Context: an optimization exercise on an open-source flow, tuned for small area. The choices shown serve that exercise and are no tape-out recipe.
RTL that was checked went through simulation tests only; none was proved equivalent to the original.
The RTL of runs 1 to 3 and 10 was laid out without a check of its function.
Power is estimated from default activity; no workload was simulated.

[flow/config.mk]
export PLATFORM = sky130hd
export DESIGN_NAME = uart_caesar_decoder
export DESIGN_NICKNAME = uart_caesar_decoder
export VERILOG_FILES = /design/flow/design.v
export SDC_FILE = /design/flow/constraint.sdc
export NUM_CORES = 8
export LEC_CHECK = 0
export CAP_MARGIN = 0
export CORE_MARGIN = 2
export CORE_UTILIZATION = 50
export PLACE_DENSITY = 0.75
export SLEW_MARGIN = 0
[flow/design.v]
module uart_rx #(parameter CLK_FREQ = 50000000, parameter BAUD_RATE = 9600)(
    input  wire       clk, rst_n, rx,
    output reg  [7:0] data,
    output wire       done
);
    localparam integer CLKS_PER_BIT = CLK_FREQ / BAUD_RATE;
    localparam integer HALF_BIT = CLKS_PER_BIT / 2;
    reg       rx_sync, rx_reg;
    reg [3:0] state;
    reg [5:0] cnt;
    function [5:0] lfsr_at(input integer k);
        integer i;
        begin
            lfsr_at = 6'd1;
            for (i = 0; i < k; i = i + 1) lfsr_at = {lfsr_at[4:0], lfsr_at[5] ^ lfsr_at[4]};
        end
    endfunction
    localparam [5:0] LAST  = lfsr_at(CLKS_PER_BIT-1);
    localparam [5:0] START = lfsr_at(CLKS_PER_BIT-1 - HALF_BIT);
    wire last = (cnt == LAST);
    assign done = (state == 15) && last;
    always @(posedge clk) begin
        rx_sync <= rx;
        rx_reg  <= rx_sync;
    end
    always @(posedge clk) begin
        if (state >= 7 && state <= 14 && last) data <= {rx_reg, data[7:1]};
    end
    always @(posedge clk or negedge rst_n) begin
        if (!rst_n) state <= 0;
        else if (state == 0) begin
            if (!rx_reg) state <= 6;
        end else if (last) begin
            if (state == 6 && rx_reg) state <= 0;
            else state <= state + 1;
        end
    end
    always @(posedge clk) begin
        if (state == 0) cnt <= START;
        else if (last) cnt <= 6'd1;
        else cnt <= {cnt[4:0], cnt[5] ^ cnt[4]};
    end
endmodule
module uart_tx #(parameter CLK_FREQ = 50000000, parameter BAUD_RATE = 9600)(
    input  wire       clk, rst_n,
    output wire       tx,
    input  wire [7:0] data,
    input  wire       start,
    output wire       idle
);
    localparam integer CLKS_PER_BIT = CLK_FREQ / BAUD_RATE;
    reg [3:0] state;
    reg [5:0] cnt;
    function [5:0] lfsr_at(input integer k);
        integer i;
        begin
            lfsr_at = 6'd1;
            for (i = 0; i < k; i = i + 1) lfsr_at = {lfsr_at[4:0], lfsr_at[5] ^ lfsr_at[4]};
        end
    endfunction
    localparam [5:0] LAST = lfsr_at(CLKS_PER_BIT-1);
    localparam [5:0] WAIT = lfsr_at(62);    
    wire last = (cnt == LAST);
    assign idle = (state == 0);
    assign tx = state[3] ? data[state[2:0]] : (state != 7);
    always @(posedge clk or negedge rst_n) begin
        if (!rst_n) state <= 0;
        else if (start) state <= 6;
        else if (state != 0 && last) state <= state + 1;
    end
    always @(posedge clk) begin
        if (start) cnt <= WAIT;
        else if (last) cnt <= 6'd1;
        else cnt <= {cnt[4:0], cnt[5] ^ cnt[4]};
    end
endmodule
module uart_caesar_decoder (
    input  wire       clk,         
    input  wire       rst_n,       
    input  wire       uart_rx,     
    output wire       uart_tx,     
    output wire [3:0] leds         
);
    parameter CLK_FREQ  = 50000000;  
    parameter BAUD_RATE = 1000000;
    wire [7:0] rx_data;
    wire       rx_done;
    wire       tx_idle;
    reg  [7:0] tx_data;
    wire       issue;
    uart_rx #(.CLK_FREQ(CLK_FREQ), .BAUD_RATE(BAUD_RATE)) uart_receiver (
        .clk(clk), .rst_n(rst_n), .rx(uart_rx), .data(rx_data), .done(rx_done));
    uart_tx #(.CLK_FREQ(CLK_FREQ), .BAUD_RATE(BAUD_RATE)) uart_transmitter (
        .clk(clk), .rst_n(rst_n), .tx(uart_tx), .data(tx_data), .start(issue), .idle(tx_idle));
    localparam S_WAIT_SHIFT = 0;
    localparam S_WAIT_MSG   = 1;
    localparam S_DECODE     = 2;
    localparam S_SEND       = 3;
    reg  [1:0] state;
    reg        avail;         
    reg  [7:0] shift;
    reg  [6:0] msg_len;
    reg  [6:0] index;
    reg        overflow_flag;
    reg        active;        
    reg [21:0] blink;
    wire [5:0] phase = blink[5:0];
    wire [5:0] phase_next = {phase[4:0], phase[5] ^ phase[4] ^ (phase[4:0] == 5'd0)};
    always @(posedge clk or negedge rst_n)
        if (!rst_n) blink <= {16'hffff, 6'b100000};
        else        blink <= {blink[21:6] + (phase == 6'b100000), phase_next};
    assign leds = active ? (4'b0001 << blink[21:20]) : 4'b0000;
    reg  [511:0] ring;
    wire         slot = (phase == index[5:0]);
    wire [6:0]   index_next = {index[6] | (index[5:0] == 6'b100000),
                               index[4:0], index[5] ^ index[4] ^ (index[4:0] == 5'd0)};
    wire [4:0] low   = rx_data[4:0];
    wire       alpha = (rx_data[7:6] == 2'b01) && (low != 0) && (low <= 26);
    wire [7:0] dec   = alpha ? (rx_data - shift + ((low <= shift) ? 8'd26 : 8'd0)) : rx_data;
    wire is_digit = (rx_data >= "0" && rx_data <= "9");
    wire newline  = (rx_data == 8'h0A);
    wire write = (state == S_WAIT_MSG) && avail && !newline && !index[6] && slot;
    wire take  = ((state == S_WAIT_SHIFT) && avail) ||
                 ((state == S_WAIT_MSG) && avail && (newline || index[6] || slot));
    assign issue = (state == S_SEND) && tx_idle;
    always @(posedge clk)
        ring <= {ring[503:0], write ? dec : ring[511:504]};
    always @(posedge clk or negedge rst_n) begin
        if (!rst_n) begin
            state  <= S_WAIT_SHIFT;
            avail  <= 0;
            active <= 0;
        end else begin
            active <= (state != S_WAIT_SHIFT);
            if (take) avail <= 0;
            else if (rx_done) avail <= 1;
            case (state)
                S_WAIT_SHIFT: if (avail) state <= S_WAIT_MSG;
                S_WAIT_MSG:   if (avail && newline) state <= S_DECODE;
                S_DECODE:     if (overflow_flag || index == msg_len) state <= S_SEND;
                S_SEND:       if (tx_idle && (overflow_flag ? index != 0 : index == msg_len))
                                  state <= S_WAIT_SHIFT;
            endcase
        end
    end
    always @(posedge clk) begin
        if (rx_done && (state == S_DECODE || state == S_SEND || (state == S_WAIT_SHIFT && !avail)))
            shift <= is_digit ? {4'd0, rx_data[3:0]} : rx_data;
        case (state)
            S_WAIT_SHIFT: begin
                index <= 0;
                overflow_flag <= 0;
            end
            S_WAIT_MSG: begin
                if (avail) begin
                    if (newline) begin
                        msg_len <= index;
                        index <= 0;
                    end
                    else if (index[6]) overflow_flag <= 1;
                    else if (slot) index <= index_next;
                end
            end
            S_DECODE: begin
                if (overflow_flag || index == msg_len) index <= 0;
                else index <= index_next;
            end
            S_SEND: begin
                if (tx_idle) begin
                    if (overflow_flag) index <= 1;
                    else if (index != msg_len) index <= index_next;
                end
            end
        endcase
        if (issue) begin
            if (overflow_flag) tx_data <= (index == 0) ? "!" : 8'h0A;
            else if (index == msg_len) tx_data <= 8'h0A;
        end else if (state == S_SEND && !overflow_flag && index != 0 && slot)
            tx_data <= ring[7:0];
    end
endmodule
[flow/flow/run.sh]
#!/bin/bash
# Own layout flow: the standard synthesis, then the combinational logic is
# re-mapped with a stronger ABC script (every register instance is kept as
# it is), then the standard layout with custom clock-tree options.
set -euo pipefail
W=$(pwd)
F=$W/flow
R=$W/orfs/results/$FLOW_PLATFORM/uart_caesar_decoder/base
PLAT=$FLOW_HOME/platforms/$FLOW_PLATFORM
LIB=$PLAT/lib/sky130_fd_sc_hd__tt_025C_1v80.lib

# 1. standard synthesis
bash standard.sh synth > $W/log_1_synth.log 2>&1

# 2. re-map the combinational logic; flip-flops stay as they are
cp $R/1_2_yosys.v $W/std_1_2_yosys.v
DU=$(sed -n '/DONT_USE_CELLS/,/^$/p' $PLAT/config.mk | grep -o 'sky130_fd_sc_hd__[a-z0-9_]*' | sed 's/^/-dont_use /' | tr '\n' ' ')
yosys -l $W/log_2_resyn.log -p "
read_liberty -ignore_miss_func $LIB
blackbox sky130_fd_sc_hd__df* sky130_fd_sc_hd__edf* sky130_fd_sc_hd__sdf* sky130_fd_sc_hd__dl*
read_verilog $W/std_1_2_yosys.v
hierarchy -top $FLOW_TOP
flatten
opt -purge
abc -liberty $LIB $DU -script $F/resyn.abc
opt_clean -purge
hilomap -singleton -hicell sky130_fd_sc_hd__conb_1 HI -locell sky130_fd_sc_hd__conb_1 LO
opt_clean -purge
tee -o $W/resyn_stat.txt stat -liberty $LIB
write_verilog -noattr -nohex -nodec $W/resyn_1_2_yosys.v
" > /dev/null
cp $W/resyn_1_2_yosys.v $R/1_2_yosys.v
rm -f $R/1_synth.odb $R/1_synth.sdc

# 3. layout
export CTS_ARGS="-sink_clustering_enable -repair_clock_nets -sink_clustering_size 30 -sink_clustering_max_diameter 100 -dont_use_dummy_load"
if [[ -f $F/cts_args ]]; then export CTS_ARGS="$(cat $F/cts_args)"; fi
if [[ -f $F/extra_env ]]; then set -a; source $F/extra_env; set +a; fi
bash standard.sh finish > $W/log_3_layout.log 2>&1
[flow/constraint.sdc]
create_clock -name core_clock -period 20.0 [get_ports {clk}]
set_input_delay 4.0000 -clock core_clock [delete_from_list [all_inputs] [get_ports {clk}]]
set_output_delay 4.0000 -clock core_clock [all_outputs]
set_load 0.01 [all_outputs]
[flow/flow/resyn.abc]
strash
dc2
dch -f
amap -m
topo
[flow/flow/extra_env]
BUFFER_PORTS_ARGS="-buffer_cell sky130_fd_sc_hd__buf_1"
[flow/standard.sh]
#!/bin/bash
# synth_recipe.tcl (not shown) runs the flow's synth.tcl, then flattens the netlist and writes it again
# the make line also repeats each setting of config.mk as NAME=value (left out here)
make -C /OpenROAD-flow-scripts/flow DESIGN_CONFIG=/design/flow/config.mk WORK_HOME=/design/flow/orfs CLKGATE_MAP_FILE= SYNTH_SCRIPT=/design/flow/synth_recipe.tcl "${@:-finish}"
[flow/flow/cts_args]
-sink_clustering_enable -repair_clock_nets -dont_use_dummy_load -sink_clustering_size 12 -sink_clustering_max_diameter 40 -buf_list sky130_fd_sc_hd__clkbuf_4
==> results of run 1 <==
-- through the flow --
stage	util, %	instance area (um2)
after floorplan	-	14300
after global placement	52.97	14800
after detailed placement	52.97	14800
after CTS	54.47	15220
after global routing	54.48	15220
final	54.48	15220
-- final cells by class --
class	instances	area, um2
fillers	2234	12710
inverters	49	183.9
repair buffers	7	27.53
well taps	378	473.0
multi-input cells	304	1539
flip-flops and latches	599	12570
clock buffers	56	420.4
diodes	1	2.502
-- critical path, cell delays in order, from the launching register on --
cell      delay [ns]
dfrtp_1         0.46
clkinv_1        0.18
a32o_1          0.25
a211oi_1        0.18
a22oi_1         0.12
mux2_1          0.33
buf_1           0.14
-- power groups by stage --
stage	combinational (uW)	sequential (uW)	clock [uW]
after floorplan	25.7	1250	0
after detailed placement	33.7	1250	0
after CTS	34.3	1230	467
after global placement	31.3	1250	0
final	34.5	1230	443
after global routing	40.2	1230	513
-- worst max path at each step --
stage                              startpoint  depth (start not counted)       to  slack [ns]
CTS                 uart_transmitter.state[1]                          6  uart_tx       13.61
global route        uart_transmitter.state[1]                          6  uart_tx       13.52
detailed placement  uart_transmitter.state[1]                          6  uart_tx       14.42
floorplan           uart_transmitter.state[1]                          6  uart_tx       14.65
finish              uart_transmitter.state[1]                          6  uart_tx       13.65
global placement    uart_transmitter.state[1]                          7  uart_tx       14.45
-- per-layer routing --
metal	GRT usage (%)	wire length, um
met1	17.53	8777
met2	16.45	6802
met3	3.298	902
met4	5.155	485
met5	0	13
==> impl_metrics.toml, run 1 <==
[timing]
setup_ws_ns = 13.65
setup_viol = 0
finalSetupTns_ns = 0
fin_hold_ws_ns = 0.2857
hold_viol = 0
fin_crit_sh_pct = 31.73
maxSlewViolCount = 0
fin_skew_ns = 0.08409
slew_headroom_pct = 19.11
rsz0062_at_grt = "no"
max_freq_ghz = 0.1576
fin_crit_ns = 6.347
worst_slew_pin_slew_ns = 1.210

[power_and_ir_drop]
finalPower_uw = 1703
ir_worst_vdd_uv = 62.68
pwr-share-comb_pct = 2.0
netSwitchingFraction_pct = 20.28
seqPwrFrac_pct = 72.0
p_per_area_nw_per_um2 = 111.9
clkPwrFrac_pct = 26.0
netSwitchingPower_uw = 345.3
intPower_uw = 1358
p_leak_uw = 0.005923

[clock_tree]
hold_buffers = 0
clock_path_buffers = 3
cts.sinks = 599
clk_pin_slew_ns = 0.11
cts_buffers = 56
postCtsSetupBuffers = 0
cts_root_buf = "clkbuf_4"
cts_tree = "built"
clk_latency_ns = 0.71
cts_resized = 0
htree_levels = 2

[route]
drc = 0
drtIter0Drc = 385
wl_per_cell_um = 12.18
antenna_left = 0
via_per_inst = 4.548
first_pass_iters = 5
routed_wirelength_um = 16980
via_count = 6340

[finish]
largest_reg_flops = 512
syn2layout_area_growth_pct = 6.459
regMostFlops = "ring"
final_cells = 1394
final_common_cell = "dfxtp_1"
final_cell_mix = "dfxtp_1, nor2_1, clkbuf_4"
largest_registers = "ring x512, blink x22"
final_nets = 1020
drive_above_1_share_pct = 7.291

[synthesis]
synthCells = 952
yosys_warnings = 3
syn_avg_cell_area_um2 = 15.02
syn-cell-area_um2 = 14300
syn_nets = 955

[worst_setup_path]
cp-end-kind = "output port"
critPathRequiredTime_ns = 16.00
reg2regPathDepth = 18
crit-reg2reg-launch = "uart_receiver.data[1]"
path_class = "flip-flop to output port"
crit_path_start_kind = "flip-flop"
r2r_setup_slack_ns = 16.48
r2r-end = "ring[7]"
path_max_fanout = 7
arrival_ns = 2.35

[placed_design]
dpl.hpwl_um = 10120
pre_cts_slack_ns = 14.42
dp.cells = 1337
finalWeightedCongestion = 0.8663
port_buffers = 7

[floorplanning]
die-area_um2 = 29960
die_x_um = 173.1
pin_count = 8
core_area_um2 = 27930
die_h_um = 173.1
rows = 61
initial_core_util_pct = 51.18

[flow_run]
max_cap_violations = 0

[grt]
gr-usage-all-layers_pct = 11.90
grt_overflow = 0
antenna_found_initial = 2
grt_pass1_vias = 6243
grt_pass1_wl_um = 29370
grt_max_degree = 35

[min_path]
hold_end = "ring[308]"
hp-class = "flip-flop to flip-flop"
hold_depth = 0
hp-start = "ring[300]"

[outcome]
status = "finished clean"
==> inputs of run 2 (changes only) <==
==> flow/flow/cts_args (replaced) <==
-sink_clustering_enable -repair_clock_nets -dont_use_dummy_load -sink_clustering_size 14 -sink_clustering_max_diameter 50 -buf_list sky130_fd_sc_hd__buf_4
==> run 2 against run 1 <==
  * Still clean on timing, DRC and antenna
  * Routed wire length decreased by 0.68%
  * Final area is 0.35% lower
  * Clock power is 2% lower
  * Synthesized cell count is the same
  * Maximum frequency is 1.9% higher
  * Die area stayed put
  * Register-to-register slack worse by 0.04 ns
  * Core utilization down 0.19 points
  * Global-route usage decreased by 0.14 points
  * Setup slack improved by 0.12 ns
  * Critical endpoint unchanged
  * Largest cell class unchanged
  * Highest routed layer is now met4
==> impl_metrics.toml, run 2 <==
[route]
drc = 0
wl_met3_um = 846
first_pass_iters = 5
via_count = 6278
via_per_inst = 4.526
wl_met1_um = 8806
wl_per_cell_um = 12.16
routed_wirelength_um = 16870
drtIter0Drc = 380
routed.top_layer = "met4"
antenna_left = 0
met2_length_um = 6825

[finish]
drive_above_1_share_pct = 6.647
final_common_cell = "dfxtp_1"
largest_registers = "ring x512, blink x22"
largest_reg_flops = 512
final_nets = 1013
final_cell_mix = "dfxtp_1, nor2_1, clkinv_1, buf_4, edfxtp_1"
seq_area_um2 = 12570
nFillCells = 2222
regMostFlops = "ring"
syn2layout_area_growth_pct = 6.091
multiInputGateArea_um2 = 1539

[clock_tree]
cts_resized = 0
cts_root_buf = "buf_4"
htree_levels = 2
cts_tree = "built"
clk_pin_slew_ns = 0.11
hold_buffers = 0
cts.sinks = 599
clock_path_buffers = 3
clk_latency_ns = 0.55
postCtsSetupBuffers = 0
cts_buffers = 49

[timing]
fin_skew_ns = 0.05530
hold_viol = 0
max_freq_ghz = 0.1606
rsz0062_at_grt = "no"
setup_viol = 0
finalSetupTns_ns = 0
worst_slew_pin_slew_ns = 1.209
fin_crit_ns = 6.226
slew_headroom_pct = 19.14
fin_crit_sh_pct = 31.13
maxSlewViolCount = 0

[worst_setup_path]
arrival_ns = 2.23
path_class = "flip-flop to output port"
crit_path_start_kind = "flip-flop"
path_max_fanout = 7
cp-end-kind = "output port"
critPathMaxStageDelay_ns = 0.46
r2r_setup_slack_ns = 16.44
cp_slowest_cell = "dfrtp_1"
path_cells = "clkinv_1 > a32o_1 > a211oi_1 > a22oi_1 > mux2_1 > buf_1"
r2r-end = "ring[7]"
reg2regPathDepth = 18
critPathRequiredTime_ns = 16.00
crit-reg2reg-launch = "uart_receiver.data[1]"

[power_and_ir_drop]
seqPwrFrac_pct = 72.3
netSwitchingFraction_pct = 20.08
finalPower_uw = 1694
ir_worst_vdd_uv = 64.45
pwr-share-comb_pct = 2.0
p_leak_uw = 0.005901
intPower_uw = 1354
clkPwrFrac_pct = 25.7
p_per_area_nw_per_um2 = 111.7
netSwitchingPower_uw = 340.2

[grt]
grt_pass1_wl_um = 29110
grt_max_degree = 35
antenna_found_initial = 1
grt_overflow = 0
grt_pass1_vias = 6141
gr-usage-all-layers_pct = 11.76

[synthesis]
syn_nets = 955
yosys_warnings = 3
synthCells = 952
syn_avg_cell_area_um2 = 15.02
syn-cell-area_um2 = 14300

[placed_design]
port_buffers = 7
finalWeightedCongestion = 0.8663
dpl.hpwl_um = 10120

[flow_run]
max_cap_violations = 0

[min_path]
hold_end = "ring[90]"
hold_depth = 0
hp-class = "flip-flop to flip-flop"
hp-start = "ring[82]"

[floorplanning]
die-area_um2 = 29960
initial_core_util_pct = 51.18
core_area_um2 = 27930
die_x_um = 173.1
die_h_um = 173.1
rows = 61
pin_count = 8

[outcome]
status = "finished clean"
[run 2: worst max-delay path by stage]
stage / startpoint / endpoint / slack (ns) / depth (start not counted)
2_1_floorplan: uart_transmitter.state[1] / uart_tx / 14.65 / 6
3_3_place_gp: uart_transmitter.state[1] / uart_tx / 14.45 / 7
3_5_place_dp: uart_transmitter.state[1] / uart_tx / 14.42 / 6
4_1_cts: uart_transmitter.state[1] / uart_tx / 13.75 / 6
5_1_grt: uart_transmitter.state[1] / uart_tx / 13.65 / 6
6_report: uart_transmitter.state[1] / uart_tx / 13.77 / 6
[run 2: power by group through the flow]
stage / Combinational [uW] / Sequential (uW) / Clock (uW)
3_5_place_dp: 33.7 / 1250 / 0
5_1_grt: 39.7 / 1230 / 504
3_3_place_gp: 31.3 / 1250 / 0
4_1_cts: 33.9 / 1230 / 458
2_1_floorplan: 25.7 / 1250 / 0
6_report: 33.9 / 1230 / 435
[run 2: worst max-delay path: cells and delay by family (launching register included)]
family	cells	cell delay (ns)
AOI/OAI and AO/OA	3	0.57
DFF	1	0.46
muxes	1	0.33
buffers and inverters	2	0.31
[run 2: routing by layer]
metal	global-route usage, %	vias to the layer above
met5	0	-
met4	4.484	0
met3	2.924	41
met2	16.48	121
met1	17.62	2927
li1	-	3189
[run 2: area by class of cell]
type | count | share of cell area, %
tap | 378 | 3.118
antenna | 1 | 0.01650
inverter | 49 | 1.213
timing repair buffer | 7 | 0.1815
sequential | 599 | 82.90
multi-input combinational | 304 | 10.15
clock buffer | 49 | 2.425
[run 2: per-stage QoR]
stage	utilization (%)	hold WS (ns)	setup slack [ns]	area [um2]	std cells
after detailed placement	52.97	0.3121	14.42	14800	1337
after global placement	52.97	0.3103	14.45	14800	1337
after global routing	54.30	0.2626	13.65	15170	1387
after CTS	54.29	0.2682	13.75	15160	1386
final	54.30	0.2716	13.77	15170	1387
after floorplan	-	0.3096	14.65	14300	952
==> inputs of run 3 (changes only) <==
==> flow/flow/cts_args (replaced) <==
-sink_clustering_enable -repair_clock_nets -dont_use_dummy_load -sink_clustering_size 22 -sink_clustering_max_diameter 60 -buf_list sky130_fd_sc_hd__clkbuf_8
==> run 3 against run 2 <==
  * Still clean
  * Die area did not move
  * Setup slack lost 0.021 ns
  * Non-clock buffer count unchanged
  * Maximum frequency down 0.33%
  * Global-route usage down 0.39 points
  * Clock-buffer cell count decreased by 18
  * Via count down 2.0%
  * Critical path type unchanged
  * Largest power group unchanged
==> impl_metrics.toml, run 3 <==
[finish]
syn2layout_area_growth_pct = 6.486
largest_registers = "ring x512, blink x22"
final_common_cell = "dfxtp_1"
multiInputGateArea_um2 = 1539
final_nets = 995
drive_above_1_share_pct = 4.949
nFillCells = 2205
seq_area_um2 = 12570
antenna_cells = 0
design_area_um2 = 15220
largest_reg_flops = 512
regMostFlops = "ring"
final_cell_mix = "dfxtp_1, nor2_1, clkinv_1"

[worst_setup_path]
crit-reg2reg-launch = "uart_receiver.data[1]"
r2r-end = "ring[7]"
worstSetupStartpoint = "uart_transmitter.state[1]"
arrival_ns = 2.25
cp-end-kind = "output port"
path_max_fanout = 7
path_class = "flip-flop to output port"
crit_path_start_kind = "flip-flop"
r2r_setup_slack_ns = 16.43
reg2regPathDepth = 18
endpoint = "uart_tx"
critPathRequiredTime_ns = 16.00

[synthesis]
syn-cell-area_um2 = 14300
syn_nets = 955
syn_avg_cell_area_um2 = 15.02
synthCells = 952
yosys_warnings = 3

[grt]
antenna_found_initial = 0
grt_overflow = 0
grt_pass1_vias = 5957
grt_max_degree = 35
grt_pass1_wl_um = 28330
gr-usage-all-layers_pct = 11.37

[route]
antenna_left = 0
routed_wirelength_um = 16660
via_count = 6154
first_pass_iters = 5
drtIter0Drc = 398
drc = 0
wl_per_cell_um = 12.18
via_per_inst = 4.499

[clock_tree]
clk_pin_slew_ns = 0.11
hold_buffers = 0
postCtsSetupBuffers = 0
htree_levels = 1
cts_resized = 0
clock_path_buffers = 3
cts_tree = "built"
cts_buffers = 31
cts_root_buf = "clkbuf_8"
cts.sinks = 599
clk_latency_ns = 0.62

[power_and_ir_drop]
p_leak_uw = 0.005889
finalPower_uw = 1705
ir_worst_vdd_uv = 85.81
p_per_area_nw_per_um2 = 112.0

[timing]
fin_crit_sh_pct = 31.24
worst_slew_pin_slew_ns = 1.225
finalSetupTns_ns = 0
slew_headroom_pct = 18.11
hold_viol = 0
fin_skew_ns = 0.07357
setup_viol = 0
max_freq_ghz = 0.1601
maxSlewViolCount = 0
fin_crit_ns = 6.247
rsz0062_at_grt = "no"

[floorplanning]
pin_count = 8
die_h_um = 173.1
core_area_um2 = 27930
initial_core_util_pct = 51.18
rows = 61
die_x_um = 173.1
die-area_um2 = 29960

[placed_design]
port_buffers = 7
finalWeightedCongestion = 0.8663
dpl.hpwl_um = 10120
placed_area_um2 = 14800

[outcome]
status = "finished clean"

[flow_run]
max_cap_violations = 0

[min_path]
hp-class = "flip-flop to flip-flop"
==> run 3: report_power, final <==
group	switching, uW	total [uW]	internal [uW]
clock	306	446	140
combinational	22.6	33.9	11.3
sequential	7.96	1230	1220
total	336	1710	1370
==> run 3: layout make-up <==
class                           instances  area share (%)
Tap cell                              378           3.107
Clock buffer                           31           2.803
Sequential cell                       599           82.59
Timing Repair Buffer                    7          0.1808
Multi-Input combinational cell        304           10.11
Inverter                               49           1.208
==> run 3: through the flow <==
step	util [%]	setup WS (ns)	hold slack, ns	std cells
final	54.50	13.75	0.2588	1368
after global placement	52.97	14.45	0.3103	1337
after detailed placement	52.97	14.42	0.3121	1337
after global routing	54.50	13.65	0.2323	1368
after floorplan	-	14.65	0.3096	952
after CTS	54.50	13.75	0.2484	1368
==> run 3: worst min path at each step <==
stage	from	to	cells after the start
after floorplan	ring[92]	ring[100]	0
after global placement	ring[234]	ring[242]	0
after detailed placement	ring[306]	ring[314]	0
after CTS	ring[13]	ring[21]	0
after global routing	ring[13]	ring[21]	0
final	ring[13]	ring[21]	0
==> run 3: metal layers <==
metal,vias to the layer above,track usage (%),wire (um)
li1,3155,-,-
met1,2857,17.60,8886
met2,111,16.02,6578
met3,31,2.375,820
met4,0,3.531,377
met5,-,0,0
==> run 3: worst max-delay path, cell delays in order (launching register included) <==
cell and delay [ns]:
dfrtp_1 0.47, clkinv_1 0.18, a32o_1 0.25, a211oi_1 0.19, a22oi_1 0.12, mux2_1 0.32
buf_1 0.14
==> inputs of run 4 (changes only) <==
--- a/flow/design.v
+++ b/flow/design.v
@@ -107,9 +107,9 @@
     wire [5:0] phase = blink[5:0];
     wire [5:0] phase_next = {phase[4:0], phase[5] ^ phase[4] ^ (phase[4:0] == 5'd0)};
     always @(posedge clk or negedge rst_n)
-        if (!rst_n) blink <= {16'hffff, 6'b100000};
-        else        blink <= {blink[21:6] + (phase == 6'b100000), phase_next};
-    assign leds = active ? (4'b0001 << blink[21:20]) : 4'b0000;
+        if (!rst_n) blink <= 22'd0;
+        else        blink <= {blink[21:6] - (phase == 6'd0), phase_next};
+    assign leds = active ? (4'b0001 << ~blink[21:20]) : 4'b0000;
     reg  [511:0] ring;
     wire         slot = (phase == index[5:0]);
     wire [6:0]   index_next = {index[6] | (index[5:0] == 6'b100000),
==> flow/flow/cts_args (replaced) <==
-sink_clustering_enable -repair_clock_nets -dont_use_dummy_load -sink_clustering_size 12 -sink_clustering_max_diameter 40 -buf_list sky130_fd_sc_hd__clkbuf_4
==> run 4 against run 3 <==
  * Still clean
  * Register-to-register slack lost 1.2 ns
  * Cell count is 2.2% higher
  * Maximum frequency fell by 0.14%
  * Non-clock buffer count increased by 2
  * Critical path type unchanged
  * Largest cell class unchanged
==> impl_metrics.toml, run 4 <==
[outcome]
status = "finished clean"

[clock_tree]
cts_tree = "built"
clk_pin_slew_ns = 0.11
postCtsSetupBuffers = 0
cts.sinks = 599
cts_buffers = 58
cts_root_buf = "clkbuf_4"
clock_path_buffers = 3
clk_latency_ns = 0.70
hold_buffers = 0
cts_resized = 0
htree_levels = 2

[finish]
seq_area_um2 = 12550
final_nets = 1023
fin_util_pct = 54.52
drive_above_1_share_pct = 5.992
final_cell_mix = "dfxtp_1, nor2_1, clkbuf_4"
regMostFlops = "ring"
nFillCells = 2244
syn2layout_area_growth_pct = 6.697
largest_reg_flops = 512
design_area_um2 = 15230
multiInputGateArea_um2 = 1549
largest_registers = "ring x512, blink x22"
final_common_cell = "dfxtp_1"

[power_and_ir_drop]
p_per_area_nw_per_um2 = 112.6
p_leak_uw = 0.005920
ir_worst_vdd_uv = 64.27

[worst_setup_path]
critPathRequiredTime_ns = 16.00
cp-end-kind = "output port"
arrival_ns = 2.26
cp_slowest_cell = "dfrtp_1"
crit_path_start_kind = "flip-flop"
critPathMaxStageDelay_ns = 0.42
path_max_fanout = 7
path_cells = "clkinv_1 > nor2_1 > a221oi_1 > a32oi_1 > mux2_1 > buf_1"
path_class = "flip-flop to output port"

[floorplanning]
initial_core_util_pct = 51.10
pin_count = 8
rows = 61
die_x_um = 173.0
die_h_um = 173.0
die-area_um2 = 29920
core_area_um2 = 27930

[grt]
grt_pass1_wl_um = 29850
met1_usage_pct = 17.33
grtUsageMet3_pct = 3.188
grt_max_degree = 35
busiest_layer = "met2"
grt_overflow = 0
antenna_found_initial = 1
gr-usage-all-layers_pct = 12.11
grt_pass1_vias = 6350
met2_usage_pct = 17.75

[synthesis]
syn-cell-area_um2 = 14270
yosys_warnings = 3
syn_avg_cell_area_um2 = 15.01
syn_nets = 954
synthCells = 951

[timing]
setup_viol = 0
fin_skew_ns = 0.1238
worst_slew_pin_slew_ns = 1.270
maxSlewViolCount = 0
finalSetupTns_ns = 0
setup_ws_ns = 13.74
max_freq_ghz = 0.1598
rsz0062_at_grt = "no"
fin_crit_ns = 6.256
slew_headroom_pct = 14.47
hold_viol = 0
fin_crit_sh_pct = 31.28

[placed_design]
port_buffers = 7
placed_area_um2 = 14790
dpl.hpwl_um = 10530
finalWeightedCongestion = 0.8224
pre_cts_slack_ns = 14.50

[route]
first_pass_iters = 5
antenna_left = 0
routed_wirelength_um = 17420
drtIter0Drc = 383
drc = 0
via_per_inst = 4.513
wl_per_cell_um = 12.46
via_count = 6309

[min_path]
hp-class = "flip-flop to flip-flop"

[flow_run]
max_cap_violations = 0
[run 4: path summary, 6_finish.rpt]
kind	from	to	slack (ns)	cells after the start
max in group asynchronous	rst_n	state[1]	16.01	1
max reg2reg	blink[1]	blink[21]	15.23	17
min	ring[376]	ring[384]	0.20	0
min in group asynchronous	rst_n	blink[15]	3.39	1
min reg2reg	ring[376]	ring[384]	0.20	0
max	uart_transmitter.state[1]	uart_tx	13.74	6
[run 4: cell type report]
| type | count | share of cell area, % |
|---|---|---|
| repair buffers | 9 | 0.2793 |
| inverters | 46 | 1.134 |
| diodes | 2 | 0.03286 |
| multi-input cells | 306 | 10.17 |
| flip-flops and latches | 599 | 82.42 |
| clock buffers | 58 | 2.859 |
| well taps | 378 | 3.105 |
[run 4: routing by layer]
metal | vias to the layer above | part of all wire (%)
li1 | 3240 | -
met1 | 2902 | 51
met2 | 126 | 41
met3 | 41 | 5.3
met4 | 0 | 2.4
met5 | - | 0
[run 4: power breakdown]
part | switching (uW) | internal [uW] | leakage (uW) | total [uW]
sequential | 10.7 | 1220 | 0.00499 | 1230
combinational | 24.3 | 13.4 | 0.000664 | 37.7
clock | 315 | 133 | 0.000267 | 448
total | 350 | 1370 | 0.00592 | 1720
[run 4: critical path, delay by kind of cell (launching register included)]
family,cells,cell delay [ns]
AO/OA/AOI/OAI,2,0.50
buffers and inverters,2,0.27
flip-flops,1,0.42
multiplexers,1,0.31
AND/OR/NAND/NOR,1,0.08
[run 4: per-stage QoR]
step	power, uW	cells	hold WS (ns)
2_1_floorplan	1282	951	0.3096
5_1_grt	1793	1398	0.1670
6_report	1715	1398	0.1986
3_5_place_dp	1294	1338	0.3121
4_1_cts	1739	1396	0.1968
3_3_place_gp	1291	1338	0.3099
==> inputs of run 5 (changes only) <==
==> flow/flow/cts_args (replaced) <==
-sink_clustering_enable -repair_clock_nets -dont_use_dummy_load -sink_clustering_size 12 -sink_clustering_max_diameter 40 -buf_list sky130_fd_sc_hd__buf_4
==> run 5 against run 4 <==
  * Hold slack improved by 0.0059 ns
  * Clock skew decreased by 0.0069 ns
  * Cell count decreased by 0.14%
  * Sequential power about the same
  * Critical path depth unchanged
  * Largest cell class unchanged
  * Highest routed layer unchanged
==> impl_metrics.toml, run 5 <==
[timing]
fin_crit_ns = 6.154
slew_headroom_pct = 12.87
max_freq_ghz = 0.1625
setup_ws_ns = 13.85
setup_viol = 0
fin_skew_ns = 0.1170
hold_viol = 0
finalSetupTns_ns = 0
fin_crit_sh_pct = 30.77
worst_slew_pin_slew_ns = 1.293
rsz0062_at_grt = "no"
maxSlewViolCount = 0

[grt]
grt_pass1_wl_um = 29900
grt_max_degree = 35
antenna_found_initial = 0
grt_overflow = 0
gr-usage-all-layers_pct = 12.14
grt_pass1_vias = 6348

[min_path]
hold_depth = 0
hold_end = "ring[384]"
hp-start = "ring[376]"
hp-class = "flip-flop to flip-flop"

[worst_setup_path]
r2r-end = "blink[21]"
arrival_ns = 2.15
r2r_setup_slack_ns = 15.25
critPathMaxStageDelay_ns = 0.41
path_class = "flip-flop to output port"
crit-reg2reg-launch = "blink[1]"
path_cells = "clkinv_1 > nor2_1 > a221oi_1 > a32oi_1 > mux2_1 > buf_1"
reg2regPathDepth = 17
crit_path_start_kind = "flip-flop"
path_max_fanout = 7
crit_family = "compound AO/OA/AOI/OAI gates"
cp_slowest_cell = "dfrtp_1"
cp-end-kind = "output port"
critPathBufInv = 2
critPathRequiredTime_ns = 16.00

[route]
via_count = 6239
drc = 0
drtIter0Drc = 348
wl_per_cell_um = 12.51
routed_wirelength_um = 17470
via_per_inst = 4.469
antenna_left = 0
first_pass_iters = 4

[finish]
fin_util_pct = 54.50
largest_reg_flops = 512
final_nets = 1023
final_cell_mix = "dfxtp_1, nor2_1, buf_4"
syn2layout_area_growth_pct = 6.662
regMostFlops = "ring"
antenna_cells = 0
drive_above_1_share_pct = 5.992
final_common_cell = "dfxtp_1"
largest_registers = "ring x512, blink x22"

[floorplanning]
die-area_um2 = 29920
core_area_um2 = 27930
die_h_um = 173.0
pin_count = 8
rows = 61
initial_core_util_pct = 51.10
die_x_um = 173.0

[synthesis]
syn_nets = 954
syn-cell-area_um2 = 14270
syn_avg_cell_area_um2 = 15.01
synthCells = 951
yosys_warnings = 3

[clock_tree]
cts_resized = 0
cts.sinks = 599
postCtsSetupBuffers = 0
cts_tree = "built"
cts_buffers = 58
clock_path_buffers = 3
clk_pin_slew_ns = 0.10
hold_buffers = 0
cts_root_buf = "buf_4"
clk_latency_ns = 0.61
htree_levels = 2

[power_and_ir_drop]
ir_worst_vdd_uv = 65.09
p_per_area_nw_per_um2 = 113.7
p_leak_uw = 0.005932

[outcome]
status = "finished clean"

[placed_design]
pre_cts_slack_ns = 14.50
dpl.hpwl_um = 10530
finalWeightedCongestion = 0.8224
port_buffers = 7

[flow_run]
max_cap_violations = 0
## run 5: cell type report
type | instances | area (um2)
tap | 378 | 473.0
clock buffer | 58 | 435.4
timing repair buffer | 9 | 42.54
fill | 2245 | 12710
sequential | 599 | 12550
multi-input combinational | 306 | 1549
inverter | 46 | 172.7
## run 5: worst max path at each step
stage	startpoint	end	slack [ns]	cells after the start
floorplan	uart_transmitter.state[1]	uart_tx	14.74	5
global placement	uart_transmitter.state[0]	uart_tx	14.57	7
detailed placement	uart_transmitter.state[0]	uart_tx	14.50	7
CTS	uart_transmitter.state[0]	uart_tx	13.79	7
global route	uart_transmitter.state[1]	uart_tx	13.71	7
finish	uart_transmitter.state[1]	uart_tx	13.85	6
## run 5: routing by layer
metal	vias up	wire, um	share of wire [%]	GRT usage (%)
met3	40	889	5.1	3.232
met4	0	438	2.5	4.661
met1	2884	8931	51	17.34
li1	3213	-	-	-
met5	-	0	0	0
met2	102	7206	41	17.78
## run 5: power by group
group | internal (uW) | total, uW | switching, uW
Combinational | 13.4 | 37.7 | 24.2
Clock | 147 | 465 | 318
Sequential | 1220 | 1230 | 10.8
## run 5: through the flow
stage          cells  area, um2  hold WS (ns)  total power, uW
2_1_floorplan    951      14270        0.3096             1282
3_3_place_gp    1338      14790        0.3099             1291
3_5_place_dp    1338      14790        0.3121             1294
4_1_cts         1396      15220        0.2115             1755
5_1_grt         1396      15220        0.1795             1808
6_report        1396      15220        0.2045             1731
==> inputs of run 6 (changes only) <==
==> flow/flow/cts_args (replaced) <==
-sink_clustering_enable -repair_clock_nets -dont_use_dummy_load -sink_clustering_size 14 -sink_clustering_max_diameter 40 -buf_list sky130_fd_sc_hd__buf_4
==> run 6 against run 5 <==
  * Synthesized cell count is the same
  * Cell count decreased by 0.36%
  * Via count hardly changed
  * Core utilization down 0.15 points
  * Sequential share of layout area grew 0.23 points
  * Sequential cell count is the same
  * Global-route usage is essentially flat
  * Maximum frequency down 0.11%
  * Final area is 0.28% lower
  * Critical path type unchanged
  * Highest routed layer unchanged
==> impl_metrics.toml, run 6 <==
[timing]
fin_skew_ns = 0.1246
finalSetupTns_ns = 0
setup_viol = 0
fin_crit_ns = 6.161
fin_crit_sh_pct = 30.80
worst_slew_pin_slew_ns = 1.257
max_freq_ghz = 0.1623
slew_headroom_pct = 15.31
setup_ws_ns = 13.84
hold_viol = 0
rsz0062_at_grt = "no"
maxSlewViolCount = 0

[placed_design]
pre_cts_slack_ns = 14.50
dpl.hpwl_um = 10530
dp.cells = 1338
finalWeightedCongestion = 0.8224
port_buffers = 7
placed_area_um2 = 14790

[finish]
largest_reg_flops = 512
syn2layout_area_growth_pct = 6.364
fin_util_pct = 54.35
nFillCells = 2254
largest_registers = "ring x512, blink x22"
regMostFlops = "ring"
final_cells = 1391
final_common_cell = "dfxtp_1"
drive_above_1_share_pct = 5.435
design_area_um2 = 15180
seq_area_um2 = 12550
final_nets = 1017
multiInputGateArea_um2 = 1549
final_cell_mix = "dfxtp_1, nor2_1, nand2_1"

[synthesis]
yosys_warnings = 3
syn-cell-area_um2 = 14270
synthCells = 951
syn_nets = 954
syn_avg_cell_area_um2 = 15.01

[floorplanning]
rows = 61
core_area_um2 = 27930
die-area_um2 = 29920
pin_count = 8
die_h_um = 173.0
die_x_um = 173.0
initial_core_util_pct = 51.10

[grt]
grt_overflow = 0
gr-usage-all-layers_pct = 12.17
grt_pass1_vias = 6295
antenna_found_initial = 1
grt_pass1_wl_um = 30020
grt_max_degree = 35

[clock_tree]
hold_buffers = 0
postCtsSetupBuffers = 0
htree_levels = 2
clk_latency_ns = 0.60
cts_resized = 0
cts_root_buf = "buf_4"
cts_buffers = 52
cts_tree = "built"
cts.sinks = 599
clock_path_buffers = 3
clk_pin_slew_ns = 0.11

[route]
drc = 0
routed_wirelength_um = 17560
via_count = 6233
drtIter0Drc = 349
via_per_inst = 4.481
antenna_left = 0
first_pass_iters = 5
wl_per_cell_um = 12.62

[worst_setup_path]
path_cells = "clkinv_1 > nor2_1 > a221oi_1 > a32oi_1 > mux2_1 > buf_1"
cp_slowest_cell = "dfrtp_1"
arrival_ns = 2.16
path_class = "flip-flop to output port"
cp-end-kind = "output port"
critPathMaxStageDelay_ns = 0.42
crit_path_start_kind = "flip-flop"
critPathRequiredTime_ns = 16.00
path_max_fanout = 7

[min_path]
hp-class = "flip-flop to flip-flop"

[power_and_ir_drop]
p_per_area_nw_per_um2 = 113.0
ir_worst_vdd_uv = 58.95
p_leak_uw = 0.005903

[flow_run]
max_cap_violations = 0

[outcome]
status = "finished clean"
==> run 6: final cells by class <==
class,count,share of cell area [%]
flip-flops and latches,599,82.68
repair buffers,9,0.2802
diodes,1,0.01648
multi-input cells,306,10.20
inverters,46,1.137
well taps,378,3.115
clock buffers,52,2.571
==> run 6: where the power goes <==
group / total, uW / switching, uW / internal (uW) / leakage [uW]
Clock: 449 / 316 / 132 / 0.000250
Combinational: 37.8 / 24.3 / 13.4 / 0.000664
Sequential: 1230 / 10.7 / 1220 / 0.00499
==> run 6: path summary, 6_finish.rpt <==
kind                                           startpoint        end  slack, ns  depth (start not counted)
min in group asynchronous                           rst_n  blink[15]       3.50                          1
worst max-delay path            uart_transmitter.state[1]    uart_tx      13.84                          6
worst min-delay path                              ring[4]   ring[12]       0.23                          0
max in group asynchronous                           rst_n   state[1]      15.89                          1
worst max register to register                   blink[1]  blink[21]      15.28                         17
worst min register to register                    ring[4]   ring[12]       0.23                          0
==> run 6: metrics by stage <==
stage / power, uW / hold slack (ns)
after global routing: 1790 / 0.2307
after detailed placement: 1294 / 0.3121
after floorplan: 1282 / 0.3096
after global placement: 1291 / 0.3099
final: 1715 / 0.2305
after CTS: 1736 / 0.2290
==> run 6: per-layer routing <==
metal	vias up	wire (um)	global-route usage, %
li1	3207	-	-
met1	2863	9009	17.49
met2	124	7256	17.88
met3	39	910	3.188
met4	0	380	4.414
met5	-	0	0
==> run 6: critical path, delay by kind of cell (launching register included) <==
kind | cells | cell delay (ns)
buf+inv | 2 | 0.27
compound gates | 2 | 0.50
flops | 1 | 0.42
simple gates | 1 | 0.08
mux | 1 | 0.31
==> inputs of run 7 (changes only) <==
==> flow/flow/cts_args (replaced) <==
-sink_clustering_enable -repair_clock_nets -dont_use_dummy_load -sink_clustering_size 13 -sink_clustering_max_diameter 45 -buf_list sky130_fd_sc_hd__buf_4 sky130_fd_sc_hd__buf_8
==> run 7 against run 6 <==
  * The flow now stops in clock tree synthesis
  * Synthesized area unchanged
  * Synthesized cell count unchanged
==> impl_metrics.toml, run 7 <==
[floorplanning]
pin_count = 8
initial_core_util_pct = 51.10
die_h_um = 173.0
rows = 61
die_x_um = 173.0

[placed_design]
pre_cts_slack_ns = 14.50
placed_area_um2 = 14790
dpl.hpwl_um = 10530
dp.cells = 1338
port_buffers = 7
finalWeightedCongestion = 0.8224

[outcome]
haltStage = "clock tree synthesis"
status = "aborted with a tool error"
error = "[ERROR STA-0564] clock_tree_synthesis positional arguments not supported."

[synthesis]
syn-cell-area_um2 = 14270
syn_avg_cell_area_um2 = 15.01
yosys_warnings = 3
syn_nets = 954
synthCells = 951
-- run 7: through the flow --
stage          power (uW)  hold slack, ns
2_1_floorplan        1282          0.3096
3_3_place_gp         1291          0.3099
3_5_place_dp         1294          0.3121
-- run 7: power groups by stage --
| stage | combinational, uW | sequential, uW | clock [uW] |
|---|---|---|---|
| 3_5_place_dp | 37.5 | 1260 | 0 |
| 2_1_floorplan | 28.6 | 1250 | 0 |
| 3_3_place_gp | 35.1 | 1260 | 0 |
-- run 7: worst min path at each step --
stage	to	cells past startpoint	slack, ns	startpoint
2_1_floorplan	ring[100]	0	0.31	ring[92]
3_3_place_gp	ring[45]	0	0.31	ring[37]
3_5_place_dp	ring[322]	0	0.31	ring[314]
==> inputs of run 8 (changes only) <==
==> flow/flow/cts_args (replaced) <==
-sink_clustering_enable -repair_clock_nets -dont_use_dummy_load -sink_clustering_size 13 -sink_clustering_max_diameter 45 -buf_list sky130_fd_sc_hd__buf_4
==> run 8 against run 7 <==
  * The run now finishes clean
  * Synthesized area is the same
  * Synthesized cell count is the same
==> impl_metrics.toml, run 8 <==
[synthesis]
synthCells = 951
yosys_warnings = 3
syn_avg_cell_area_um2 = 15.01
syn_nets = 954
syn-cell-area_um2 = 14270

[worst_setup_path]
arrival_ns = 2.16
path_class = "flip-flop to output port"
critPathRequiredTime_ns = 16.00
path_max_fanout = 7
cp-end-kind = "output port"
crit_path_start_kind = "flip-flop"

[finish]
nFillCells = 2232
drive_above_1_share_pct = 5.528
final_common_cell = "dfxtp_1"
multiInputGateArea_um2 = 1549
final_nets = 1018
regMostFlops = "ring"
syn2layout_area_growth_pct = 6.399
largest_registers = "ring x512, blink x22"
design_area_um2 = 15190
final_cell_mix = "dfxtp_1, nor2_1, nand2_1"
largest_reg_flops = 512
seq_area_um2 = 12550
final_cells = 1391
antenna_cells = 0

[timing]
maxSlewViolCount = 0
rsz0062_at_grt = "no"
setup_ws_ns = 13.84
hold_viol = 0
slew_headroom_pct = 14.48
max_freq_ghz = 0.1624
fin_crit_sh_pct = 30.79
fin_crit_ns = 6.158
fin_hold_ws_ns = 0.2405
fin_skew_ns = 0.1119
setup_viol = 0
finalSetupTns_ns = 0
worst_slew_pin_slew_ns = 1.269

[floorplanning]
pin_count = 8
initial_core_util_pct = 51.10
core_area_um2 = 27930
rows = 61
die_x_um = 173.0
die_h_um = 173.0
die-area_um2 = 29920

[flow_run]
max_cap_violations = 0

[placed_design]
port_buffers = 7
dp.cells = 1338
dpl.hpwl_um = 10530
pre_cts_slack_ns = 14.50
finalWeightedCongestion = 0.8224
placed_area_um2 = 14790

[power_and_ir_drop]
p_per_area_nw_per_um2 = 113.1
ir_worst_vdd_uv = 61.81
p_leak_uw = 0.005908

[grt]
grt_pass1_vias = 6281
grt_max_degree = 35
grt_pass1_wl_um = 29860
gr-usage-all-layers_pct = 12.13
grt_overflow = 0
antenna_found_initial = 0

[route]
via_count = 6238
drc = 0
routed_wirelength_um = 17480
wl_per_cell_um = 12.56
antenna_left = 0
drtIter0Drc = 387
first_pass_iters = 5
via_per_inst = 4.485

[clock_tree]
postCtsSetupBuffers = 0
cts_resized = 0
clock_path_buffers = 3
clk_latency_ns = 0.61
hold_buffers = 0
cts_root_buf = "buf_4"
cts_tree = "built"
clk_pin_slew_ns = 0.12
cts.sinks = 599
htree_levels = 2
cts_buffers = 53

[min_path]
hp-class = "flip-flop to flip-flop"

[outcome]
status = "finished clean"
## run 8: per-layer routing
| metal | up-vias | track usage, % | share of wire, % | routed length, um |
|---|---|---|---|---|
| li1 | 3201 | - | - | - |
| met1 | 2884 | 17.26 | 51 | 8915 |
| met2 | 116 | 17.82 | 41 | 7199 |
| met3 | 37 | 3.386 | 5.6 | 970 |
| met4 | 0 | 4.484 | 2.2 | 389 |
| met5 | - | 0 | 0 | 0 |
## run 8: final cells by class
type / instances / share of cell area, %
Sequential cell: 599 / 82.65
Timing Repair Buffer: 9 / 0.2801
Clock buffer: 53 / 2.620
Tap cell: 378 / 3.114
Inverter: 46 / 1.137
Multi-Input combinational cell: 306 / 10.20
## run 8: worst paths after layout
| kind | slack (ns) | cells past startpoint | start | end |
|---|---|---|---|---|
| setup / recovery | 13.84 | 6 | uart_transmitter.state[1] | uart_tx |
| hold / removal | 0.24 | 0 | ring[14] | ring[22] |
| setup reg to reg | 15.23 | 17 | blink[1] | blink[21] |
| hold reg to reg | 0.24 | 0 | ring[14] | ring[22] |
| max in group asynchronous | 15.92 | 1 | rst_n | state[1] |
| min in group asynchronous | 3.50 | 1 | rst_n | blink[16] |
## run 8: power breakdown
group	internal, uW	switching, uW	total [uW]
logic	13.4	24.4	37.8
clock network	135	316	451
registers	1220	10.7	1230
total	1370	351	1720
## run 8: worst max-delay path: stages, from the launching register on
cell	delay (ns)
dfrtp_1	0.42
clkinv_1	0.12
nor2_1	0.08
a221oi_1	0.35
a32oi_1	0.15
mux2_1	0.31
buf_1	0.14
## run 8: metrics by stage
| stage | utilization, % | total power (uW) |
|---|---|---|
| detailed placement | 52.94 | 1294 |
| CTS | 54.37 | 1737 |
| floorplan | - | 1282 |
| global placement | 52.94 | 1291 |
| finish | 54.37 | 1718 |
| global route | 54.37 | 1794 |
==> inputs of run 9 (changes only) <==
--- a/flow/config.mk
+++ b/flow/config.mk
@@ -7,6 +7,6 @@
 export LEC_CHECK = 0
 export CAP_MARGIN = 0
 export CORE_MARGIN = 2
-export CORE_UTILIZATION = 50
-export PLACE_DENSITY = 0.75
+export CORE_UTILIZATION = 65
+export PLACE_DENSITY = 0.85
 export SLEW_MARGIN = 0
==> run 9 against run 8 <==
  * Still clean
  * Die area is 23% lower
  * Core utilization grew 15 points
  * Synthesized area unchanged
  * Critical path depth rose by 1
==> impl_metrics.toml, run 9 <==
[outcome]
status = "finished clean"

[worst_setup_path]
reg2regPathDepth = 18
path_cells = "clkinv_1 > nand2_1 > o21ai_0 > a221oi_1 > a32oi_1 > mux2_1 > buf_1"
r2r_setup_slack_ns = 15.27
cp-end-kind = "output port"
critPathRequiredTime_ns = 16.00
path_class = "flip-flop to output port"
critPathMaxStageDelay_ns = 0.45
cp_slowest_cell = "dfrtp_1"
r2r-end = "blink[21]"
path_max_fanout = 6
crit_path_start_kind = "flip-flop"
arrival_ns = 2.14
crit-reg2reg-launch = "blink[1]"

[min_path]
hold_end = "ring[33]"
hp-start = "ring[25]"
hold_depth = 0
hp-class = "flip-flop to flip-flop"

[synthesis]
yosys_warnings = 3
syn_nets = 954
syn-cell-area_um2 = 14270
syn_avg_cell_area_um2 = 15.01
synthCells = 951

[grt]
grt_overflow = 0
grt_pass1_vias = 6516
antenna_found_initial = 0
grtUsageMet3_pct = 3.754
met1_usage_pct = 23.17
busiest_layer = "met2"
grt_max_degree = 35
met2_usage_pct = 27.26
gr-usage-all-layers_pct = 16.84
grt_pass1_wl_um = 31660

[timing]
worst_slew_pin_slew_ns = 1.158
rsz0062_at_grt = "no"
setup_viol = 0
max_freq_ghz = 0.1629
hold_viol = 0
fin_crit_sh_pct = 30.69
slew_headroom_pct = 21.97
fin_crit_ns = 6.138
setup_ws_ns = 13.86
finalSetupTns_ns = 0
maxSlewViolCount = 0
fin_skew_ns = 0.09972

[route]
via_per_inst = 4.917
wl_per_cell_um = 14.58
first_pass_iters = 5
routed_wirelength_um = 18870
via_count = 6362
drc = 0
antenna_left = 0
drtIter0Drc = 415

[finish]
largest_reg_flops = 512
antenna_cells = 0
final_common_cell = "dfxtp_1"
largest_registers = "ring x512, blink x22"
syn2layout_area_growth_pct = 5.593
final_cell_mix = "dfxtp_1, nor2_1, nand2_1, buf_4, clkinv_1"
drive_above_1_share_pct = 5.621
regMostFlops = "ring"
final_nets = 1019

[placed_design]
dpl.hpwl_um = 11720
port_buffers = 7
pre_cts_slack_ns = 14.50
finalWeightedCongestion = 0.8586

[flow_run]
max_cap_violations = 0

[clock_tree]
cts.sinks = 599
clk_latency_ns = 0.62
htree_levels = 2
cts_tree = "built"
cts_resized = 0
hold_buffers = 0
cts_root_buf = "buf_4"
cts_buffers = 54
postCtsSetupBuffers = 0
clock_path_buffers = 3
clk_pin_slew_ns = 0.11

[floorplanning]
initial_core_util_pct = 65.81
core_area_um2 = 21690
die_x_um = 152.2
pin_count = 8
die-area_um2 = 23160
die_h_um = 152.2
rows = 54

[power_and_ir_drop]
intPower_uw = 1369
p_leak_uw = 0.005912
ir_worst_vdd_uv = 82.36
seqPwrFrac_pct = 71.4
finalPower_uw = 1721
netSwitchingFraction_pct = 20.47
pwr-share-comb_pct = 2.2
p_per_area_nw_per_um2 = 114.2
netSwitchingPower_uw = 352.3
clkPwrFrac_pct = 26.4
-- run 9: metrics by stage --
stage          hold slack, ns  utilization [%]  cell area (um2)  cells
2_1_floorplan          0.3096                -            14270    951
3_3_place_gp           0.3102            67.62            14670   1240
3_5_place_dp           0.3121            67.62            14670   1240
4_1_cts                0.2239            69.49            15070   1294
5_1_grt                0.2369            69.49            15070   1294
6_report               0.2345            69.49            15070   1294
-- run 9: power by group through the flow --
| stage | registers (uW) | clock network (uW) | logic [uW] |
|---|---|---|---|
| after CTS | 1230 | 467 | 37.3 |
| final | 1230 | 454 | 37.7 |
| after detailed placement | 1260 | 0 | 37.2 |
| after global placement | 1260 | 0 | 34.9 |
| after floorplan | 1250 | 0 | 28.6 |
| after global routing | 1230 | 513 | 43.4 |
-- run 9: worst max-delay path: cells and delay by family, from the launching register on --
kind	cells	cell delay [ns]
muxes	1	0.32
and+or+nand+nor	1	0.13
AOI/OAI and AO/OA	3	0.38
DFF	1	0.45
buffers and inverters	2	0.29
-- run 9: worst max-delay path by stage --
stage	startpoint	slack, ns	end	cells past startpoint
after floorplan	uart_transmitter.state[1]	14.74	uart_tx	5
after global placement	uart_transmitter.state[0]	14.57	uart_tx	7
after detailed placement	uart_transmitter.state[0]	14.50	uart_tx	7
after CTS	uart_transmitter.state[0]	13.82	uart_tx	7
after global routing	uart_transmitter.state[0]	13.70	uart_tx	7
final	uart_transmitter.state[0]	13.86	uart_tx	7
-- run 9: cell type report --
| cell class | instances | area (um2) |
|---|---|---|
| Clock buffer | 54 | 405.4 |
| Multi-Input combinational cell | 306 | 1549 |
| Sequential cell | 599 | 12550 |
| Tap cell | 280 | 350.3 |
| Timing Repair Buffer | 9 | 42.54 |
| Inverter | 46 | 172.7 |
| Fill cell | 1345 | 6616 |
-- run 9: per-layer routing --
metal	wire, um	share of wire [%]
met4	448	2.4
met5	0	0
met1	8748	46
met2	8674	46
met3	1001	5.3
==> inputs of run 10 (changes only) <==
--- a/flow/design.v
+++ b/flow/design.v
@@ -7,18 +7,10 @@
     localparam integer HALF_BIT = CLKS_PER_BIT / 2;
     reg       rx_sync, rx_reg;
     reg [3:0] state;
-    reg [5:0] cnt;
-    function [5:0] lfsr_at(input integer k);
-        integer i;
-        begin
-            lfsr_at = 6'd1;
-            for (i = 0; i < k; i = i + 1) lfsr_at = {lfsr_at[4:0], lfsr_at[5] ^ lfsr_at[4]};
-        end
-    endfunction
-    localparam [5:0] LAST  = lfsr_at(CLKS_PER_BIT-1);
-    localparam [5:0] START = lfsr_at(CLKS_PER_BIT-1 - HALF_BIT);
-    wire last = (cnt == LAST);
+    wire      last;
     assign done = (state == 15) && last;
+    bit_timer #(.PERIOD(CLKS_PER_BIT), .DELAY(HALF_BIT + 1)) timer (
+        .clk(clk), .load(state == 0), .last(last));
     always @(posedge clk) begin
         rx_sync <= rx;
         rx_reg  <= rx_sync;
@@ -35,11 +27,43 @@
             else state <= state + 1;
         end
     end
-    always @(posedge clk) begin
-        if (state == 0) cnt <= START;
-        else if (last) cnt <= 6'd1;
-        else cnt <= {cnt[4:0], cnt[5] ^ cnt[4]};
-    end
+endmodule
+module bit_timer #(parameter integer PERIOD = 50, parameter integer DELAY = 50)(
+    input  wire clk,
+    input  wire load,
+    output wire last
+);
+    function [5:0] lfsr_at(input integer k);    
+        integer i;
+        begin
+            lfsr_at = 6'd1;
+            for (i = 0; i < k; i = i + 1) lfsr_at = {lfsr_at[4:0], lfsr_at[5] ^ lfsr_at[4]};
+        end
+    endfunction
+    generate
+        if (PERIOD <= 63 && DELAY <= PERIOD + 1) begin : lfsr
+            localparam [5:0] LAST = lfsr_at(PERIOD - 1);
+            localparam [5:0] INIT = lfsr_at((PERIOD - DELAY + 63) % 63);
+            reg [5:0] cnt;
+            assign last = (cnt == LAST);
+            always @(posedge clk) begin
+                if (load) cnt <= INIT;
+                else if (last) cnt <= 6'd1;
+                else cnt <= {cnt[4:0], cnt[5] ^ cnt[4]};
+            end
+        end else begin : binary
+            localparam integer W = $clog2(PERIOD + DELAY + 1);
+            localparam [W-1:0] LAST = PERIOD - 1;
+            localparam [W-1:0] INIT = PERIOD - DELAY;    
+            reg [W-1:0] cnt;
+            assign last = (cnt == LAST);
+            always @(posedge clk) begin
+                if (load) cnt <= INIT;
+                else if (last) cnt <= 0;
+                else cnt <= cnt + 1'b1;
+            end
+        end
+    endgenerate
 endmodule
 module uart_tx #(parameter CLK_FREQ = 50000000, parameter BAUD_RATE = 9600)(
     input  wire       clk, rst_n,
@@ -50,28 +74,15 @@
 );
     localparam integer CLKS_PER_BIT = CLK_FREQ / BAUD_RATE;
     reg [3:0] state;
-    reg [5:0] cnt;
-    function [5:0] lfsr_at(input integer k);
-        integer i;
-        begin
-            lfsr_at = 6'd1;
-            for (i = 0; i < k; i = i + 1) lfsr_at = {lfsr_at[4:0], lfsr_at[5] ^ lfsr_at[4]};
-        end
-    endfunction
-    localparam [5:0] LAST = lfsr_at(CLKS_PER_BIT-1);
-    localparam [5:0] WAIT = lfsr_at(62);    
-    wire last = (cnt == LAST);
+    wire      last;
+    bit_timer #(.PERIOD(CLKS_PER_BIT), .DELAY(CLKS_PER_BIT + 1)) timer (
+        .clk(clk), .load(start), .last(last));
     assign idle = (state == 0);
     assign tx = state[3] ? data[state[2:0]] : (state != 7);
     always @(posedge clk or negedge rst_n) begin
         if (!rst_n) state <= 0;
         else if (start) state <= 6;
         else if (state != 0 && last) state <= state + 1;
-    end
-    always @(posedge clk) begin
-        if (start) cnt <= WAIT;
-        else if (last) cnt <= 6'd1;
-        else cnt <= {cnt[4:0], cnt[5] ^ cnt[4]};
     end
 endmodule
 module uart_caesar_decoder (
==> flow/flow/run.sh (replaced) <==
#!/bin/bash
# Own layout flow:
#  1. the standard synthesis (unchanged);
#  2. the combinational logic between the registers is mapped again with
#     stronger ABC scripts (several runs in parallel, the smallest netlist
#     that Yosys proves equivalent to the standard one is kept; every
#     register instance stays as the standard synthesis made it);
#  3. the standard layout, with the clock-tree options in flow/cts_args
#     and the settings in flow/extra_env.
# Each tool's output goes to a log_*.log file in the work folder.
set -euo pipefail
W=$(pwd)
F=$W/flow
R=$W/orfs/results/$FLOW_PLATFORM/uart_caesar_decoder/base
PLAT=$FLOW_HOME/platforms/$FLOW_PLATFORM
LIB=$PLAT/lib/sky130_fd_sc_hd__tt_025C_1v80.lib
export CTS_ARGS="-sink_clustering_enable -repair_clock_nets -dont_use_dummy_load"
if [[ -f $F/cts_args ]]; then export CTS_ARGS="$(cat $F/cts_args)"; fi
if [[ -f $F/extra_env ]]; then set -a; source $F/extra_env; set +a; fi

# 1. standard synthesis
bash standard.sh synth > $W/log_1_synth.log 2>&1
cp $R/1_2_yosys.v $W/std_1_2_yosys.v

# 2. re-map the combinational logic
DU=$(sed -n '/DONT_USE_CELLS/,/^$/p' $PLAT/config.mk | grep -o 'sky130_fd_sc_hd__[a-z0-9_]*' | sed 's/^/-dont_use /' | tr '\n' ' ')
mkdir -p $W/resyn
remap() {  # remap NAME ABC_SCRIPT
    yosys -l $W/log_2_resyn_$1.log -p "
read_liberty -ignore_miss_func $LIB
blackbox sky130_fd_sc_hd__df* sky130_fd_sc_hd__edf* sky130_fd_sc_hd__sdf* sky130_fd_sc_hd__dl*
read_verilog $W/std_1_2_yosys.v
hierarchy -top $FLOW_TOP
flatten
opt -purge
abc -liberty $LIB $DU -script $2
opt_clean -purge
hilomap -singleton -hicell sky130_fd_sc_hd__conb_1 HI -locell sky130_fd_sc_hd__conb_1 LO
opt_clean -purge
tee -o $W/resyn/$1.stat stat -liberty $LIB
write_verilog -noattr -nohex -nodec $W/resyn/$1.v
" > /dev/null 2>&1 || true
}
cp $F/resyn.abc $W/resyn/base.abc
remap base $W/resyn/base.abc &
for s in 1 2 3 4 5 6; do
    printf 'strash\n&get -n\n&deepsyn -T %s -o -S %s\n&put\ndch -f\namap -m\ntopo\n' "${DEEPSYN_T:-90}" $s > $W/resyn/ds$s.abc
    remap ds$s $W/resyn/ds$s.abc &
done
wait

# equivalence of a re-mapped netlist with the standard one (registers paired by name)
proven() {
    sed -E 's/\b_([0-9]+)_\b/G_\1_/g' $W/resyn/$1.v > $W/resyn/$1_gate.v
    yosys -l $W/log_2_equiv_$1.log -p "
read_liberty -ignore_miss_func $LIB
read_verilog $W/std_1_2_yosys.v
rename $FLOW_TOP gold
read_verilog $W/resyn/$1_gate.v
rename $FLOW_TOP gate
flatten
async2sync
opt_clean
equiv_make gold gate eq
hierarchy -top eq
equiv_simple -undef
equiv_induct -undef
equiv_status -assert
" > /dev/null 2>&1
}
BEST=""
for n in $(for f in $W/resyn/*.stat; do b=$(basename $f .stat); a=$(grep 'Chip area' $f | awk '{print $NF}'); [[ -n "$a" ]] && echo "$a $b"; done | sort -n | awk '{print $2}'); do
    if proven $n; then BEST=$n; break; fi
done
echo "chosen: ${BEST:-standard}" > $W/resyn/chosen.txt
if [[ -n "$BEST" ]]; then
    cp $W/resyn/$BEST.v $W/resyn_1_2_yosys.v
    cp $W/resyn_1_2_yosys.v $R/1_2_yosys.v
    rm -f $R/1_synth.odb $R/1_synth.sdc
fi

# 3. layout
bash standard.sh finish > $W/log_3_layout.log 2>&1
--- a/flow/config.mk
+++ b/flow/config.mk
@@ -7,6 +7,6 @@
 export LEC_CHECK = 0
 export CAP_MARGIN = 0
 export CORE_MARGIN = 2
-export CORE_UTILIZATION = 65
-export PLACE_DENSITY = 0.85
+export CORE_UTILIZATION = 50
+export PLACE_DENSITY = 0.75
 export SLEW_MARGIN = 0
==> run 10 against run 9 <==
  * Maximum frequency grew 2.7%
  * Cell count grew 5.3%
  * Via count shrank 4.0%
  * Critical path type unchanged
  * Die area grew 28%
  * Total power shrank 1.4%
  * Sequential power is essentially flat
  * Hold slack gained 0.040 ns
  * Synthesized cell count shrank 2.9%
  * Combinational power shrank 32%
==> impl_metrics.toml, run 10 <==
[route]
via_count = 6107
drc = 0
first_pass_iters = 4
via_per_inst = 4.481
antenna_left = 0
routed_wirelength_um = 16940
drtIter0Drc = 357
wl_per_cell_um = 12.43

[timing]
setup_ws_ns = 14.02
worst_slew_pin_slew_ns = 1.094
max_freq_ghz = 0.1673
fin_crit_sh_pct = 29.89
rsz0062_at_grt = "no"
fin_skew_ns = 0.08105
hold_viol = 0
slew_headroom_pct = 26.50
maxSlewViolCount = 0
setup_viol = 0
fin_hold_ws_ns = 0.2742
finalSetupTns_ns = 0
fin_crit_ns = 5.979

[finish]
drive_above_1_share_pct = 5.685
final_common_cell = "dfxtp_1"
fin_util_pct = 54.15
largest_reg_flops = 512
final_cell_mix = "dfxtp_1, nor2_1, nand2_1, buf_4, clkinv_1"
largest_registers = "ring x512, blink x22"
multiInputGateArea_um2 = 1383
syn2layout_area_growth_pct = 6.464
nFillCells = 2228
design_area_um2 = 15040
regMostFlops = "ring"
antenna_cells = 0
final_nets = 990
seq_area_um2 = 12550

[min_path]
hp-class = "flip-flop to flip-flop"

[power_and_ir_drop]
p_per_area_nw_per_um2 = 112.8
p_leak_uw = 0.005838
ir_worst_vdd_uv = 72.99

[placed_design]
pre_cts_slack_ns = 14.66
placed_area_um2 = 14650
finalWeightedCongestion = 0.8661
dpl.hpwl_um = 10050
port_buffers = 7

[clock_tree]
cts_resized = 0
clock_path_buffers = 3
cts_buffers = 53
postCtsSetupBuffers = 0
htree_levels = 2
hold_buffers = 0
cts_tree = "built"
clk_pin_slew_ns = 0.12
clk_latency_ns = 0.63
cts.sinks = 599
cts_root_buf = "buf_4"

[worst_setup_path]
cp-end-kind = "output port"
cp_slowest_cell = "dfrtp_1"
crit_family = "compound AO/OA/AOI/OAI gates"
path_cells = "clkinv_1 > nand2_1 > o32a_1 > o311a_1 > nor2_1 > o22ai_1 > buf_1"
critPathMaxStageDelay_ns = 0.42
path_class = "flip-flop to output port"
arrival_ns = 1.98
critPathBufInv = 2
path_max_fanout = 5
critPathRequiredTime_ns = 16.00
crit_path_start_kind = "flip-flop"

[grt]
grt_max_degree = 35
antenna_found_initial = 0
grt_overflow = 0
gr-usage-all-layers_pct = 11.73
grt_pass1_vias = 5805
grt_pass1_wl_um = 27630

[synthesis]
syn_nets = 926
synthCells = 923
yosys_warnings = 5
syn_avg_cell_area_um2 = 15.31
syn-cell-area_um2 = 14130

[floorplanning]
pin_count = 8
rows = 61
die_h_um = 172.1
die-area_um2 = 29620
initial_core_util_pct = 50.86
core_area_um2 = 27780
die_x_um = 172.1

[outcome]
status = "finished clean"

[flow_run]
max_cap_violations = 0
-- run 10: worst paths after layout --
kind	to	depth (start not counted)	startpoint	slack, ns
setup / recovery	uart_tx	7	uart_transmitter.state[0]	14.02
hold / removal	ring[237]	0	ring[229]	0.27
setup reg to reg	ring[6]	23	uart_receiver.data[2]	15.25
hold reg to reg	ring[237]	0	ring[229]	0.27
max in group asynchronous	blink[7]	1	rst_n	15.95
min in group asynchronous	uart_receiver.state[3]	1	rst_n	3.47
-- run 10: routing by layer --
layer	global-route usage [%]	up-vias	wire length [um]
li1	-	3105	-
met1	17.43	2852	8770
met2	16.29	115	6930
met3	3.159	35	877
met4	4.750	0	363
met5	0	-	0
-- run 10: stage by stage --
step / total power [uW] / instances
floorplan: 1267 / 923
global placement: 1273 / 1310
detailed placement: 1276 / 1310
CTS: 1717 / 1363
global route: 1767 / 1363
finish: 1697 / 1363
-- run 10: area by class of cell --
type | count | area share [%]
Tap cell | 378 | 3.144
Timing Repair Buffer | 9 | 0.2828
Sequential cell | 599 | 83.44
Inverter | 52 | 1.298
Clock buffer | 53 | 2.645
Multi-Input combinational cell | 272 | 9.191
-- run 10: where the power goes --
group	total, uW	internal [uW]	switching [uW]	leakage (uW)
combinational	25.5	9.66	15.9	0.000595
clock	449	135	314	0.000255
sequential	1220	1220	7.80	0.00499
total	1700	1360	338	0.00584

afterwards: timing with drivers on the ports:
In the flow no input, the clock included, has a driving cell. The finished layouts below were timed again as built, in two steps. Step 1 sets driving cells, clkbuf_16 on the clock port and buf_2 on the other inputs (assumed; they add their load-dependent delay and slew). Step 2 times the ports against the registers' clock, not the clock port: input delays grow and output delays shrink by t, the midpoint of the rising clock arrivals with the driver on. a / b / c = ideal / step 1 / step 2; a / b = the first two.
run | shift t [ns] | setup slack, ns | worst register clock-pin slew, ns
run 1 | 0.708 | 13.653 / 13.611 / 14.319 | 0.12 / 0.12
run 2 | 0.582 | 13.774 / 13.732 / 14.314 | 0.13 / 0.13
run 3 | 0.625 | 13.753 / 13.709 / 14.333 | 0.12 / 0.12
run 4 | 0.689 | 13.744 / 13.699 / 14.388 | 0.12 / 0.12
run 5 | 0.594 | 13.846 / 13.807 / 14.401 | 0.11 / 0.11
run 6 | 0.590 | 13.839 / 13.796 / 14.386 | 0.12 / 0.12
run 8 | 0.598 | 13.842 / 13.800 / 14.398 | 0.12 / 0.12
run 9 | 0.591 | 13.862 / 13.824 / 14.415 | 0.12 / 0.12
run 10 | 0.629 | 14.021 / 13.983 / 14.612 | 0.12 / 0.12
After both steps every run listed still meets setup and hold.
